This is an optimization exercise on Yosys and OpenROAD, whose aim is small area, not a production implementation.
RTL that was checked went through simulation tests only; none was proved equivalent to the original.

==> job 5696 <==
==> flow/design.v <==
module shuzizhong(
    input wire clk1,         
    input wire reset,        
    input wire ah1,          
    input wire am1,          
    input wire alarm1,       
    input wire en,           
    input wire naozhong,     
    output wire [0:6] shi,       
    output wire [0:6] ge,        
    output wire [0:6] min_shi,   
    output wire [0:6] min_ge,    
    output wire [0:6] sec_shi,   
    output wire [0:6] sec_ge,    
    output wire daodian,     
    output wire audio        
);
    reg [6:0] lf;
    reg       half;
    wire      wrap = (lf[5:0] == 6'b011001);
    wire      tick = wrap & ~half;
    always @(posedge clk1 or posedge reset) begin
        if (reset) begin
            lf <= 7'b0110010;
            half <= 0;
        end else begin
            lf <= {lf[5:0], lf[6] ^ lf[2] ^ wrap};
            half <= half ^ wrap;
        end
    end
    reg [2:0] sub;
    wire sub_c = sub[2];    
    always @(posedge clk1 or posedge reset) begin
        if (reset) sub <= 0;
        else if (tick) sub <= sub_c ? 3'd0 : {sub[1] & sub[0], sub[1] ^ sub[0], ~sub[0]};
    end
    reg ah_s, ah, am_s, am, alarm_s, alarm, alarm_d;
    always @(posedge clk1 or posedge reset) begin
        if (reset) begin
            ah_s <= 1; ah <= 1;
            am_s <= 1; am <= 1;
            alarm_s <= 0; alarm <= 0; alarm_d <= 0;
        end else if (tick) begin
            ah_s <= ah1; ah <= ah_s;
            am_s <= am1; am <= am_s;
            alarm_s <= alarm1; alarm <= alarm_s; alarm_d <= alarm;
        end
    end
    wire ah_fall = tick & ah & ~ah_s;
    wire am_fall = tick & am & ~am_s;
    wire alarm_rise = tick & ~alarm & alarm_s;
    function [3:0] t10;      
        input [3:0] q;
        input e;
        t10 = {e & q[0] & ((q[2] & q[1]) | q[3]), e & q[0] & q[1], e & q[0] & ~q[3], e};
    endfunction
    function [2:0] t6;       
        input [2:0] q;
        input e;
        t6 = {e & q[0] & (q[1] | q[2]), e & q[0] & ~q[2], e};
    endfunction
    reg [3:0] s_o; reg [2:0] s_t;
    wire s_e = tick & sub_c;
    wire s_o9 = s_o[3] & s_o[0];
    always @(posedge clk1 or posedge reset) begin
        if (reset) begin s_o <= 0; s_t <= 0; end
        else begin
            s_o <= s_o ^ t10(s_o, s_e);
            s_t <= s_t ^ t6(s_t, s_e & s_o9);
        end
    end
    wire cout_miao = s_o9 & s_t[2] & s_t[0] & sub_c;
    reg [3:0] m_o; reg [2:0] m_t;
    wire m_e = tick & ~naozhong & (~am | cout_miao);
    wire m_o9 = m_o[3] & m_o[0];
    always @(posedge clk1 or posedge reset) begin
        if (reset) begin m_o <= 0; m_t <= 0; end
        else begin
            m_o <= m_o ^ t10(m_o, m_e);
            m_t <= m_t ^ t6(m_t, m_e & m_o9);
        end
    end
    wire cout_fen = m_o9 & m_t[2] & m_t[0] & cout_miao;
    reg [3:0] h_o; reg [1:0] h_t;
    wire h_e = tick & ~naozhong & (~ah | cout_fen);
    wire h_w = h_t[1] & h_o[1] & h_o[0];       
    always @(posedge clk1 or posedge reset) begin
        if (reset) begin h_o <= 0; h_t <= 0; end
        else begin
            h_o <= h_o ^ {h_e & h_o[0] & ((h_o[2] & h_o[1]) | h_o[3]),
                          h_e & h_o[0] & h_o[1] & ~h_t[1], h_e & h_o[0] & ~h_o[3], h_e};
            h_t <= h_t ^ {h_e & ((h_o[3] & h_o[0] & h_t[0]) | h_w), h_e & h_o[3] & h_o[0]};
        end
    end
    reg [3:0] a_mo; reg [2:0] a_mt;
    wire am_e = am_fall & naozhong;
    always @(posedge clk1 or posedge reset) begin
        if (reset) begin a_mo <= 0; a_mt <= 0; end
        else begin
            a_mo <= a_mo ^ t10(a_mo, am_e);
            a_mt <= a_mt ^ t6(a_mt, am_e & a_mo[3] & a_mo[0]);
        end
    end
    reg [3:0] a_ho; reg [1:0] a_ht;
    wire ah_e = ah_fall & naozhong;
    wire a_hw = a_ht[1] & a_ho[1] & a_ho[0];
    always @(posedge clk1 or posedge reset) begin
        if (reset) begin a_ho <= 0; a_ht <= 0; end
        else begin
            a_ho <= a_ho ^ {ah_e & a_ho[0] & ((a_ho[2] & a_ho[1]) | a_ho[3]),
                            ah_e & a_ho[0] & a_ho[1] & ~a_ht[1], ah_e & a_ho[0] & ~a_ho[3], ah_e};
            a_ht <= a_ht ^ {ah_e & ((a_ho[3] & a_ho[0] & a_ht[0]) | a_hw), ah_e & a_ho[3] & a_ho[0]};
        end
    end
    assign daodian = en & (m_o == 0) & (m_t == 0) & (s_t == 0);
    reg alarm_en, ring;
    always @(posedge clk1 or posedge reset) begin
        if (reset) alarm_en <= 1;
        else if (alarm_rise) alarm_en <= ~alarm_en;
    end
    always @(posedge clk1 or posedge reset) begin
        if (reset) ring <= 0;
        else if (tick)
            ring <= alarm_en & alarm_d & (a_ho == h_o) & (a_ht == h_t)
                    & (a_mo == m_o) & (a_mt == m_t);
    end
    reg [7:0] t_cnt;
    reg       tone;
    reg [10:0] d_cnt;
    reg [2:0] note;
    reg       first;
    reg [7:0] half_p;
    always @(*) begin
        case (note)
            3'd0: half_p = first ? 8'd170 : 8'd101;
            3'd1: half_p = 8'd170;
            3'd2: half_p = 8'd127;
            3'd3: half_p = 8'd101;
            3'd4: half_p = 8'd127;
            3'd5: half_p = 8'd113;
            3'd6: half_p = 8'd170;
            default: half_p = 8'd151;
        endcase
    end
    wire t_wrap = (t_cnt >= half_p);
    wire short = note[2] & (note[1] ^ note[0]);    
    wire d_wrap = short ? (&{d_cnt[9:5], d_cnt[3]}) : (&{d_cnt[10:6], d_cnt[4]});
    wire [7:0] t_c = {&t_cnt[6:0], &t_cnt[5:0], &t_cnt[4:0], &t_cnt[3:0], &t_cnt[2:0], &t_cnt[1:0], t_cnt[0], 1'b1};
    wire [10:0] d_c = {&d_cnt[9:0], &d_cnt[8:0], &d_cnt[7:0], &d_cnt[6:0], &d_cnt[5:0], &d_cnt[4:0],
                       &d_cnt[3:0], &d_cnt[2:0], &d_cnt[1:0], d_cnt[0], 1'b1};
    always @(posedge clk1 or posedge reset) begin
        if (reset) begin
            t_cnt <= 0; tone <= 0;
            d_cnt <= 0; note <= 0; first <= 1;
        end else if (ring) begin
            if (t_wrap) begin t_cnt <= 0; tone <= ~tone; end
            else t_cnt <= t_cnt + 1'b1;
            if (d_wrap) begin
                d_cnt <= 0; note <= note ^ {note[1] & note[0], note[0], 1'b1}; first <= 0;
            end else d_cnt <= d_cnt + 1'b1;
        end
    end
    assign audio = tone;
    wire [3:0] dh_o = naozhong ? a_ho : h_o;
    wire [1:0] dh_t = naozhong ? a_ht : h_t;
    wire [3:0] dm_o = naozhong ? a_mo : m_o;
    wire [2:0] dm_t = naozhong ? a_mt : m_t;
    wire [3:0] ds_o = naozhong ? 4'd0 : s_o;
    wire [2:0] ds_t = naozhong ? 3'd0 : s_t;
    function [0:6] seg;
        input [3:0] d;
        seg = {~d[3] & ~d[1] & (d[2] ^ d[0]),                  
               d[2] & (d[1] ^ d[0]),                           
               ~d[2] & d[1] & ~d[0],                           
               (~d[3] & ~d[1] & (d[2] ^ d[0])) | (d[2] & d[1] & d[0]),    
               d[0] | (d[2] & ~d[1]),                          
               (d[1] & d[0]) | (~d[3] & ~d[2] & (d[1] | d[0])),           
               ~d[3] & ((~d[2] & ~d[1]) | (d[2] & d[1] & d[0]))};         
    endfunction
    assign shi     = seg({2'b0, dh_t});
    assign ge      = seg(dh_o);
    assign min_shi = seg({1'b0, dm_t});
    assign min_ge  = seg(dm_o);
    assign sec_shi = seg({1'b0, ds_t});
    assign sec_ge  = seg(ds_o);
endmodule
==> flow/flow/run.sh <==
#!/bin/bash
# Layout flow: the standard ORFS flow (standard.sh) with three changes.
#  1. Synthesis runs with a copy of the ORFS scripts whose ABC script is flow/abc_area.script
#     (area-oriented mapping) and without the half/full adder extraction, so ABC maps the
#     adders' logic together with the rest. Registers are mapped as in the standard synthesis.
#  2. Ports are buffered with sky130_fd_sc_hd__buf_1.
#  3. Clock tree with small clock buffers and no dummy loads.
# Each step's full log is kept by ORFS under orfs/logs/; make's output goes to *.log here.
set -euo pipefail
HERE=$(pwd)
FLOWDIR=$(cd "$(dirname "${BASH_SOURCE[0]}")" && pwd)

rm -rf "$HERE/scripts_mod"
cp -r "$FLOW_HOME/scripts" "$HERE/scripts_mod"
cp "$FLOWDIR/abc_area.script" "$HERE/scripts_mod/abc_speed.script"

SCRIPTS_DIR="$HERE/scripts_mod" ADDER_MAP_FILE= bash standard.sh synth > "$HERE/synth_make.log" 2>&1

export BUFFER_PORTS_ARGS="-buffer_cell sky130_fd_sc_hd__buf_1"
export CTS_ARGS="-sink_clustering_enable -repair_clock_nets -buf_list sky130_fd_sc_hd__clkbuf_16 -sink_clustering_size 80 -sink_clustering_max_diameter 300 -dont_use_dummy_load"
bash standard.sh > "$HERE/layout_make.log" 2>&1
==> flow/flow/abc_area.script <==
strash
ifraig
dc2
dch -f
amap
strash
dc2
dch -f
amap
topo
==> flow/standard.sh <==
#!/bin/bash
# synth_recipe.tcl (not shown) runs the flow's synth.tcl, then flattens the netlist and writes it again
# the make line also repeats each setting of config.mk as NAME=value (left out here)
make -C /OpenROAD-flow-scripts/flow DESIGN_CONFIG=/design/flow/config.mk WORK_HOME=/design/flow/orfs CLKGATE_MAP_FILE= SYNTH_SCRIPT=/design/flow/synth_recipe.tcl "${@:-finish}"
==> flow/config.mk <==
export PLATFORM = sky130hd
export DESIGN_NAME = shuzizhong
export DESIGN_NICKNAME = shuzizhong
export VERILOG_FILES = /design/flow/design.v
export SDC_FILE = /design/flow/constraint.sdc
export NUM_CORES = 4
export LEC_CHECK = 0
export CAP_MARGIN = 20
export CORE_MARGIN = 2
export CORE_UTILIZATION = 60
export SLEW_MARGIN = 20
==> flow/constraint.sdc <==
create_clock -name core_clock -period 25.0 [get_ports {clk1}]
set_input_delay 5.0000 -clock core_clock [delete_from_list [all_inputs] [get_ports {clk1}]]
set_output_delay 5.0000 -clock core_clock [all_outputs]
set_load 0.01 [all_outputs]
==> job 7863 (differences from job 5696) <==
==> flow/design.v, changed modules only <==
module shuzizhong(
    input wire clk1,         
    input wire reset,        
    input wire ah1,          
    input wire am1,          
    input wire alarm1,       
    input wire en,           
    input wire naozhong,     
    output wire [0:6] shi,       
    output wire [0:6] ge,        
    output wire [0:6] min_shi,   
    output wire [0:6] min_ge,    
    output wire [0:6] sec_shi,   
    output wire [0:6] sec_ge,    
    output wire daodian,     
    output wire audio        
);
    reg [6:0] lf;
    reg       half;
    wire      wrap = (lf[5:0] == 6'b011001);
    wire      tick = wrap & ~half;
    always @(posedge clk1 or posedge reset) begin
        if (reset) begin
            lf <= 7'b0110010;
            half <= 0;
        end else begin
            lf <= {lf[5:0], lf[6] ^ lf[2] ^ wrap};
            half <= half ^ wrap;
        end
    end
    reg [2:0] sub;
    wire sub_c = sub[2];    
    always @(posedge clk1 or posedge reset) begin
        if (reset) sub <= 0;
        else if (tick) sub <= sub_c ? 3'd0 : {sub[1] & sub[0], sub[1] ^ sub[0], ~sub[0]};
    end
    reg ahn_s, ahn, amn_s, amn, alarm_s, alarm, alarm_d;
    always @(posedge clk1 or posedge reset) begin
        if (reset) begin
            ahn_s <= 0; ahn <= 0;
            amn_s <= 0; amn <= 0;
            alarm_s <= 0; alarm <= 0; alarm_d <= 0;
        end else if (tick) begin
            ahn_s <= ~ah1; ahn <= ahn_s;
            amn_s <= ~am1; amn <= amn_s;
            alarm_s <= alarm1; alarm <= alarm_s; alarm_d <= alarm;
        end
    end
    wire ah_fall = tick & ~ahn & ahn_s;
    wire am_fall = tick & ~amn & amn_s;
    wire alarm_rise = tick & ~alarm & alarm_s;
    function [3:0] t10;      
        input [3:0] q;
        input e;
        t10 = {e & q[0] & ((q[2] & q[1]) | q[3]), e & q[0] & q[1], e & q[0] & ~q[3], e};
    endfunction
    function [2:0] t6;       
        input [2:0] q;
        input e;
        t6 = {e & q[0] & (q[1] | q[2]), e & q[0] & ~q[2], e};
    endfunction
    function [4:0] hinc;     
        input [4:0] h;
        input e;
        reg o9;
        begin
            o9 = h[3] & ~h[2] & h[0];
            hinc = {e & o9,
                    e & ((h[0] & h[1] & h[2]) | (o9 & ~h[4])),
                    e & ((h[0] & h[1]) | (o9 & h[4])),
                    e & h[0] & ~o9,
                    e};
        end
    endfunction
    reg [3:0] s_o; reg [2:0] s_t;
    wire s_e = tick & sub_c;
    wire s_o9 = s_o[3] & s_o[0];
    always @(posedge clk1 or posedge reset) begin
        if (reset) begin s_o <= 0; s_t <= 0; end
        else begin
            s_o <= s_o ^ t10(s_o, s_e);
            s_t <= s_t ^ t6(s_t, s_e & s_o9);
        end
    end
    wire cout_miao = s_o9 & s_t[2] & s_t[0] & sub_c;
    reg [3:0] m_o; reg [2:0] m_t;
    wire m_e = tick & ~naozhong & (amn | cout_miao);
    wire m_o9 = m_o[3] & m_o[0];
    always @(posedge clk1 or posedge reset) begin
        if (reset) begin m_o <= 0; m_t <= 0; end
        else begin
            m_o <= m_o ^ t10(m_o, m_e);
            m_t <= m_t ^ t6(m_t, m_e & m_o9);
        end
    end
    wire cout_fen = m_o9 & m_t[2] & m_t[0] & cout_miao;
    reg [4:0] hr;
    wire h_e = tick & ~naozhong & (ahn | cout_fen);
    always @(posedge clk1 or posedge reset) begin
        if (reset) hr <= 0;
        else hr <= hr ^ hinc(hr, h_e);
    end
    reg [3:0] a_mo; reg [2:0] a_mt;
    wire am_e = am_fall & naozhong;
    always @(posedge clk1 or posedge reset) begin
        if (reset) begin a_mo <= 0; a_mt <= 0; end
        else begin
            a_mo <= a_mo ^ t10(a_mo, am_e);
            a_mt <= a_mt ^ t6(a_mt, am_e & a_mo[3] & a_mo[0]);
        end
    end
    reg [4:0] a_hr;
    wire ah_e = ah_fall & naozhong;
    always @(posedge clk1 or posedge reset) begin
        if (reset) a_hr <= 0;
        else a_hr <= a_hr ^ hinc(a_hr, ah_e);
    end
    assign daodian = en & (m_o == 0) & (m_t == 0) & (s_t == 0);
    reg alarm_off, ring;
    always @(posedge clk1 or posedge reset) begin
        if (reset) alarm_off <= 0;
        else if (alarm_rise) alarm_off <= ~alarm_off;
    end
    always @(posedge clk1 or posedge reset) begin
        if (reset) ring <= 0;
        else if (tick)
            ring <= ~alarm_off & alarm_d & (a_hr == hr) & (a_mo == m_o) & (a_mt == m_t);
    end
    reg [7:0] t_cnt;
    reg       tone;
    reg [10:0] d_cnt;
    reg [2:0] note;
    reg       started;    
    reg [7:0] half_p;     
    always @(*) begin
        case (note)
            3'd0: half_p = started ? 8'd101 : 8'd170;
            3'd1: half_p = 8'd170;
            3'd2: half_p = 8'd127;
            3'd3: half_p = 8'd101;
            3'd4: half_p = 8'd127;
            3'd5: half_p = 8'd113;
            3'd6: half_p = 8'd170;
            default: half_p = 8'd151;
        endcase
    end
    wire t_wrap = (t_cnt >= half_p);
    wire short = note[2] & (note[1] ^ note[0]);    
    wire d_wrap = short ? (&{d_cnt[9:5], d_cnt[3]}) : (&{d_cnt[10:6], d_cnt[4]});
    always @(posedge clk1 or posedge reset) begin
        if (reset) begin
            t_cnt <= 0; tone <= 0;
            d_cnt <= 0; note <= 0; started <= 0;
        end else if (ring) begin
            if (t_wrap) begin t_cnt <= 0; tone <= ~tone; end
            else t_cnt <= t_cnt + 1'b1;
            if (d_wrap) begin
                d_cnt <= 0; note <= note + 1'b1; started <= 1;
            end else d_cnt <= d_cnt + 1'b1;
        end
    end
    assign audio = tone;
    wire [4:0] dh = naozhong ? a_hr : hr;
    wire       dh_2 = dh[3] & dh[2];           
    wire [3:0] dm_o = naozhong ? a_mo : m_o;
    wire [2:0] dm_t = naozhong ? a_mt : m_t;
    wire [3:0] ds_o = naozhong ? 4'd0 : s_o;
    wire [2:0] ds_t = naozhong ? 3'd0 : s_t;
    function [0:6] seg;
        input [3:0] d;
        seg = {~d[3] & ~d[1] & (d[2] ^ d[0]),                  
               d[2] & (d[1] ^ d[0]),                           
               ~d[2] & d[1] & ~d[0],                           
               (~d[3] & ~d[1] & (d[2] ^ d[0])) | (d[2] & d[1] & d[0]),    
               d[0] | (d[2] & ~d[1]),                          
               (d[1] & d[0]) | (~d[3] & ~d[2] & (d[1] | d[0])),           
               ~d[3] & ((~d[2] & ~d[1]) | (d[2] & d[1] & d[0]))};         
    endfunction
    assign shi     = {dh[4], 1'b0, dh_2, dh[4], dh[4], dh[4] | dh_2, ~dh_2};
    assign ge      = seg({dh[3] & ~dh[2], dh[2] & ~dh[3], dh[1:0]});
    assign min_shi = seg({1'b0, dm_t});
    assign min_ge  = seg(dm_o);
    assign sec_shi = seg({1'b0, ds_t});
    assign sec_ge  = seg(ds_o);
endmodule
--- a/flow/flow/run.sh
+++ b/flow/flow/run.sh
@@ -17,5 +17,5 @@
 SCRIPTS_DIR="$HERE/scripts_mod" ADDER_MAP_FILE= bash standard.sh synth > "$HERE/synth_make.log" 2>&1
 
 export BUFFER_PORTS_ARGS="-buffer_cell sky130_fd_sc_hd__buf_1"
-export CTS_ARGS="-sink_clustering_enable -repair_clock_nets -buf_list sky130_fd_sc_hd__clkbuf_16 -sink_clustering_size 80 -sink_clustering_max_diameter 300 -dont_use_dummy_load"
+export CTS_ARGS="-sink_clustering_enable -repair_clock_nets -buf_list ${CTS_BUFS:-sky130_fd_sc_hd__clkbuf_4} -dont_use_dummy_load"
 bash standard.sh > "$HERE/layout_make.log" 2>&1
--- a/flow/config.mk
+++ b/flow/config.mk
@@ -7,5 +7,5 @@
 export LEC_CHECK = 0
 export CAP_MARGIN = 20
 export CORE_MARGIN = 2
-export CORE_UTILIZATION = 60
+export CORE_UTILIZATION = 88
 export SLEW_MARGIN = 20
==> job 5823 (differences from job 5696) <==
==> flow/design.v, changed modules only <==
module shuzizhong(
    input wire clk1,         
    input wire reset,        
    input wire ah1,          
    input wire am1,          
    input wire alarm1,       
    input wire en,           
    input wire naozhong,     
    output wire [0:6] shi,       
    output wire [0:6] ge,        
    output wire [0:6] min_shi,   
    output wire [0:6] min_ge,    
    output wire [0:6] sec_shi,   
    output wire [0:6] sec_ge,    
    output wire daodian,     
    output wire audio        
);
    reg [6:0] lf;
    reg       half;
    wire      wrap = (lf[5:0] == 6'b011001);
    wire      tick = wrap & ~half;
    always @(posedge clk1 or posedge reset) begin
        if (reset) begin
            lf <= 7'b0110010;
            half <= 0;
        end else begin
            lf <= {lf[5:0], lf[6] ^ lf[2] ^ wrap};
            half <= half ^ wrap;
        end
    end
    reg [2:0] sub;
    wire sub_c = sub[2];    
    always @(posedge clk1 or posedge reset) begin
        if (reset) sub <= 0;
        else if (tick) sub <= sub_c ? 3'd0 : {sub[1] & sub[0], sub[1] ^ sub[0], ~sub[0]};
    end
    reg ahn_s, ahn, amn_s, amn, alarm_s, alarm, alarm_d;
    always @(posedge clk1 or posedge reset) begin
        if (reset) begin
            ahn_s <= 0; ahn <= 0;
            amn_s <= 0; amn <= 0;
            alarm_s <= 0; alarm <= 0; alarm_d <= 0;
        end else if (tick) begin
            ahn_s <= ~ah1; ahn <= ahn_s;
            amn_s <= ~am1; amn <= amn_s;
            alarm_s <= alarm1; alarm <= alarm_s; alarm_d <= alarm;
        end
    end
    wire ah_fall = tick & ~ahn & ahn_s;
    wire am_fall = tick & ~amn & amn_s;
    wire alarm_rise = tick & ~alarm & alarm_s;
    function [3:0] t10;      
        input [3:0] q;
        input e;
        t10 = {e & q[0] & ((q[2] & q[1]) | q[3]), e & q[0] & q[1], e & q[0] & ~q[3], e};
    endfunction
    function [2:0] t6;       
        input [2:0] q;
        input e;
        t6 = {e & q[0] & (q[1] | q[2]), e & q[0] & ~q[2], e};
    endfunction
    function [4:0] hinc;     
        input [4:0] h;
        input e;
        reg o9;
        begin
            o9 = h[3] & ~h[2] & h[0];
            hinc = {e & o9,
                    e & ((h[0] & h[1] & h[2]) | (o9 & ~h[4])),
                    e & ((h[0] & h[1]) | (o9 & h[4])),
                    e & h[0] & ~o9,
                    e};
        end
    endfunction
    reg [3:0] s_o; reg [2:0] s_t;
    wire s_e = tick & sub_c;
    wire s_o9 = s_o[3] & s_o[0];
    always @(posedge clk1 or posedge reset) begin
        if (reset) begin s_o <= 0; s_t <= 0; end
        else begin
            s_o <= s_o ^ t10(s_o, s_e);
            s_t <= s_t ^ t6(s_t, s_e & s_o9);
        end
    end
    wire cout_miao = s_o9 & s_t[2] & s_t[0] & sub_c;
    reg [3:0] m_o; reg [2:0] m_t;
    wire m_e = tick & ~naozhong & (amn | cout_miao);
    wire m_o9 = m_o[3] & m_o[0];
    always @(posedge clk1 or posedge reset) begin
        if (reset) begin m_o <= 0; m_t <= 0; end
        else begin
            m_o <= m_o ^ t10(m_o, m_e);
            m_t <= m_t ^ t6(m_t, m_e & m_o9);
        end
    end
    wire cout_fen = m_o9 & m_t[2] & m_t[0] & cout_miao;
    reg [4:0] hr;
    wire h_e = tick & ~naozhong & (ahn | cout_fen);
    always @(posedge clk1 or posedge reset) begin
        if (reset) hr <= 0;
        else hr <= hr ^ hinc(hr, h_e);
    end
    reg [3:0] a_mo; reg [2:0] a_mt;
    wire am_e = am_fall & naozhong;
    always @(posedge clk1 or posedge reset) begin
        if (reset) begin a_mo <= 0; a_mt <= 0; end
        else begin
            a_mo <= a_mo ^ t10(a_mo, am_e);
            a_mt <= a_mt ^ t6(a_mt, am_e & a_mo[3] & a_mo[0]);
        end
    end
    reg [4:0] a_hr;
    wire ah_e = ah_fall & naozhong;
    always @(posedge clk1 or posedge reset) begin
        if (reset) a_hr <= 0;
        else a_hr <= a_hr ^ hinc(a_hr, ah_e);
    end
    assign daodian = en & (m_o == 0) & (m_t == 0) & (s_t == 0);
    reg alarm_off, ring;
    always @(posedge clk1 or posedge reset) begin
        if (reset) alarm_off <= 0;
        else if (alarm_rise) alarm_off <= ~alarm_off;
    end
    always @(posedge clk1 or posedge reset) begin
        if (reset) ring <= 0;
        else if (tick)
            ring <= ~alarm_off & alarm_d & (a_hr == hr) & (a_mo == m_o) & (a_mt == m_t);
    end
    reg [7:0] t_cnt;
    reg       tone;
    reg [10:0] d_cnt;
    reg [2:0] note;
    reg       started;    
    reg [7:0] half_p;     
    always @(*) begin
        case (note)
            3'd0: half_p = started ? 8'd101 : 8'd170;
            3'd1: half_p = 8'd170;
            3'd2: half_p = 8'd127;
            3'd3: half_p = 8'd101;
            3'd4: half_p = 8'd127;
            3'd5: half_p = 8'd113;
            3'd6: half_p = 8'd170;
            default: half_p = 8'd151;
        endcase
    end
    wire t_wrap = (t_cnt >= half_p);
    wire short = note[2] & (note[1] ^ note[0]);    
    wire d_wrap = short ? (&{d_cnt[9:5], d_cnt[3]}) : (&{d_cnt[10:6], d_cnt[4]});
    always @(posedge clk1 or posedge reset) begin
        if (reset) begin
            t_cnt <= 0; tone <= 0;
            d_cnt <= 0; note <= 0; started <= 0;
        end else if (ring) begin
            if (t_wrap) begin t_cnt <= 0; tone <= ~tone; end
            else t_cnt <= t_cnt + 1'b1;
            if (d_wrap) begin
                d_cnt <= 0; note <= note + 1'b1; started <= 1;
            end else d_cnt <= d_cnt + 1'b1;
        end
    end
    assign audio = tone;
    wire [4:0] dh = naozhong ? a_hr : hr;
    wire       dh_2 = dh[3] & dh[2];           
    wire [3:0] dm_o = naozhong ? a_mo : m_o;
    wire [2:0] dm_t = naozhong ? a_mt : m_t;
    wire [3:0] ds_o = naozhong ? 4'd0 : s_o;
    wire [2:0] ds_t = naozhong ? 3'd0 : s_t;
    function [0:6] seg;
        input [3:0] d;
        seg = {~d[3] & ~d[1] & (d[2] ^ d[0]),                  
               d[2] & (d[1] ^ d[0]),                           
               ~d[2] & d[1] & ~d[0],                           
               (~d[3] & ~d[1] & (d[2] ^ d[0])) | (d[2] & d[1] & d[0]),    
               d[0] | (d[2] & ~d[1]),                          
               (d[1] & d[0]) | (~d[3] & ~d[2] & (d[1] | d[0])),           
               ~d[3] & ((~d[2] & ~d[1]) | (d[2] & d[1] & d[0]))};         
    endfunction
    assign shi     = {dh[4], 1'b0, dh_2, dh[4], dh[4], dh[4] | dh_2, ~dh_2};
    assign ge      = seg({dh[3] & ~dh[2], dh[2] & ~dh[3], dh[1:0]});
    assign min_shi = seg({1'b0, dm_t});
    assign min_ge  = seg(dm_o);
    assign sec_shi = seg({1'b0, ds_t});
    assign sec_ge  = seg(ds_o);
endmodule
--- a/flow/flow/run.sh
+++ b/flow/flow/run.sh
@@ -17,5 +17,5 @@
 SCRIPTS_DIR="$HERE/scripts_mod" ADDER_MAP_FILE= bash standard.sh synth > "$HERE/synth_make.log" 2>&1
 
 export BUFFER_PORTS_ARGS="-buffer_cell sky130_fd_sc_hd__buf_1"
-export CTS_ARGS="-sink_clustering_enable -repair_clock_nets -buf_list sky130_fd_sc_hd__clkbuf_16 -sink_clustering_size 80 -sink_clustering_max_diameter 300 -dont_use_dummy_load"
+export CTS_ARGS="-sink_clustering_enable -repair_clock_nets -buf_list \"sky130_fd_sc_hd__clkbuf_4 sky130_fd_sc_hd__clkbuf_8\" -dont_use_dummy_load"
 bash standard.sh > "$HERE/layout_make.log" 2>&1
==> job 1519 (differences from job 5696) <==
--- a/flow/flow/run.sh
+++ b/flow/flow/run.sh
@@ -17,5 +17,5 @@
 SCRIPTS_DIR="$HERE/scripts_mod" ADDER_MAP_FILE= bash standard.sh synth > "$HERE/synth_make.log" 2>&1
 
 export BUFFER_PORTS_ARGS="-buffer_cell sky130_fd_sc_hd__buf_1"
-export CTS_ARGS="-sink_clustering_enable -repair_clock_nets -buf_list sky130_fd_sc_hd__clkbuf_16 -sink_clustering_size 80 -sink_clustering_max_diameter 300 -dont_use_dummy_load"
+export CTS_ARGS="-sink_clustering_enable -repair_clock_nets -buf_list ${CTS_BUFS:-sky130_fd_sc_hd__clkbuf_8} -dont_use_dummy_load"
 bash standard.sh > "$HERE/layout_make.log" 2>&1
==> metrics.yaml <==
power_and_ir_drop:
  p_int_mw: 0.1601
layout:
  multi_input_area_um2: 1614
  clock_area_share_pct: 2.918
route:
  met1Wirelength_um: 3662
logic_synthesis:
  synth_cells: 461
timing:
  fin_crit_ns: 12.44
status:
  run_status: "timing/DRC/antenna clean"
global_route:
  busiest_layer: "met2"
# the run above: job 1519

==> metrics.yaml <==
timing:
  fin_crit_ns: 13.04
  finalClockSkew_ns: 0.03287
power_and_ir_drop:
  p_int_mw: 0.1568
layout:
  multi_input_area_um2: 1617
  fillers: 490
global_route:
  busiest_layer: "met2"
status:
  run_status: "timing/DRC/antenna clean"
route:
  drtIter0Drc: 133
min_path:
  hold_start: "lf[4]"
# the run above: job 5823

==> metrics.yaml <==
status:
  run_status: "did not finish"
  failing_step: "3_1_place_gp_skip_io"
  error_line: "[ERROR GPL-0301] Utilization 105.617 % exceeds 100%."
die:
  die_width_um: 69.35
  die_h_um: 69.35
logic_synthesis:
  yosysSeqAreaShare_pct: 50.05
  synthXorXnorAreaFrac_pct: 0
  synth_cells: 455
  synth_top_family_by_area: "simple AND/OR/NAND/NOR gates"
  ys_types: 33
  synth.area.mux_share_pct: 0
  synth_top_area_cell: "dfrtp_1"
  synth_common_cells: "nor2_1 (86), dfrtp_1 (72), clkinv_1 (63), nand2_1 (35), o21ai_0 (31)"
  synth_warnings: 1
# the run above: job 7863

==> metrics.yaml <==
layout:
  area_growth_pct: 13.57
  multi_input_area_um2: 1614
  clock_area_share_pct: 5.181
route:
  met1Wirelength_um: 3697
die:
  start_util_pct: 61.33
clock_network:
  clk_latency_ns: 0.33
timing:
  worstMarginPinSlew_ns: 0.9342
global_route:
  busiest_layer: "met2"
logic_synthesis:
  synth_top_area_cell: "dfrtp_1"
  synth_cells: 461
worst_setup_path:
  r2r_slack_ns: 22.05
power_and_ir_drop:
  p_int_mw: 0.1912
status:
  run_status: "timing/DRC/antenna clean"
# the run above: job 5696

Only the layout flow was run in job 5696 and job 1519; the RTL was not checked for function there.

what the ideal ports hide:
The results above use ideal ports. As a check the final layouts listed here were re-extracted and re-timed, cells and wires unchanged. Step 1, drivers: a clkbuf_16 drives clk1 and a buf_2 each remaining input, both assumed. Step 2 also shifts input and output timing later by t, the mid clock arrival at the registers, as if the neighbouring blocks saw the same clock. a / b / c = no drivers / after step 1 / after step 2; a / b = the first two.
run	t (ns)	setup slack, ns	hold slack, ns
job 5696	0.354	12.524 / 12.501 / 12.501	0.370 / 0.370 / 0.370
job 5823	0.360	11.957 / 11.922 / 11.922	0.373 / 0.373 / 0.373
job 1519	0.363	12.563 / 12.539 / 12.539	0.374 / 0.374 / 0.374
After both steps every run listed still meets setup and hold. The setup slack of job 5823, which loses most, moves by -0.035 ns with the drivers and by -0.035 ns with both steps.
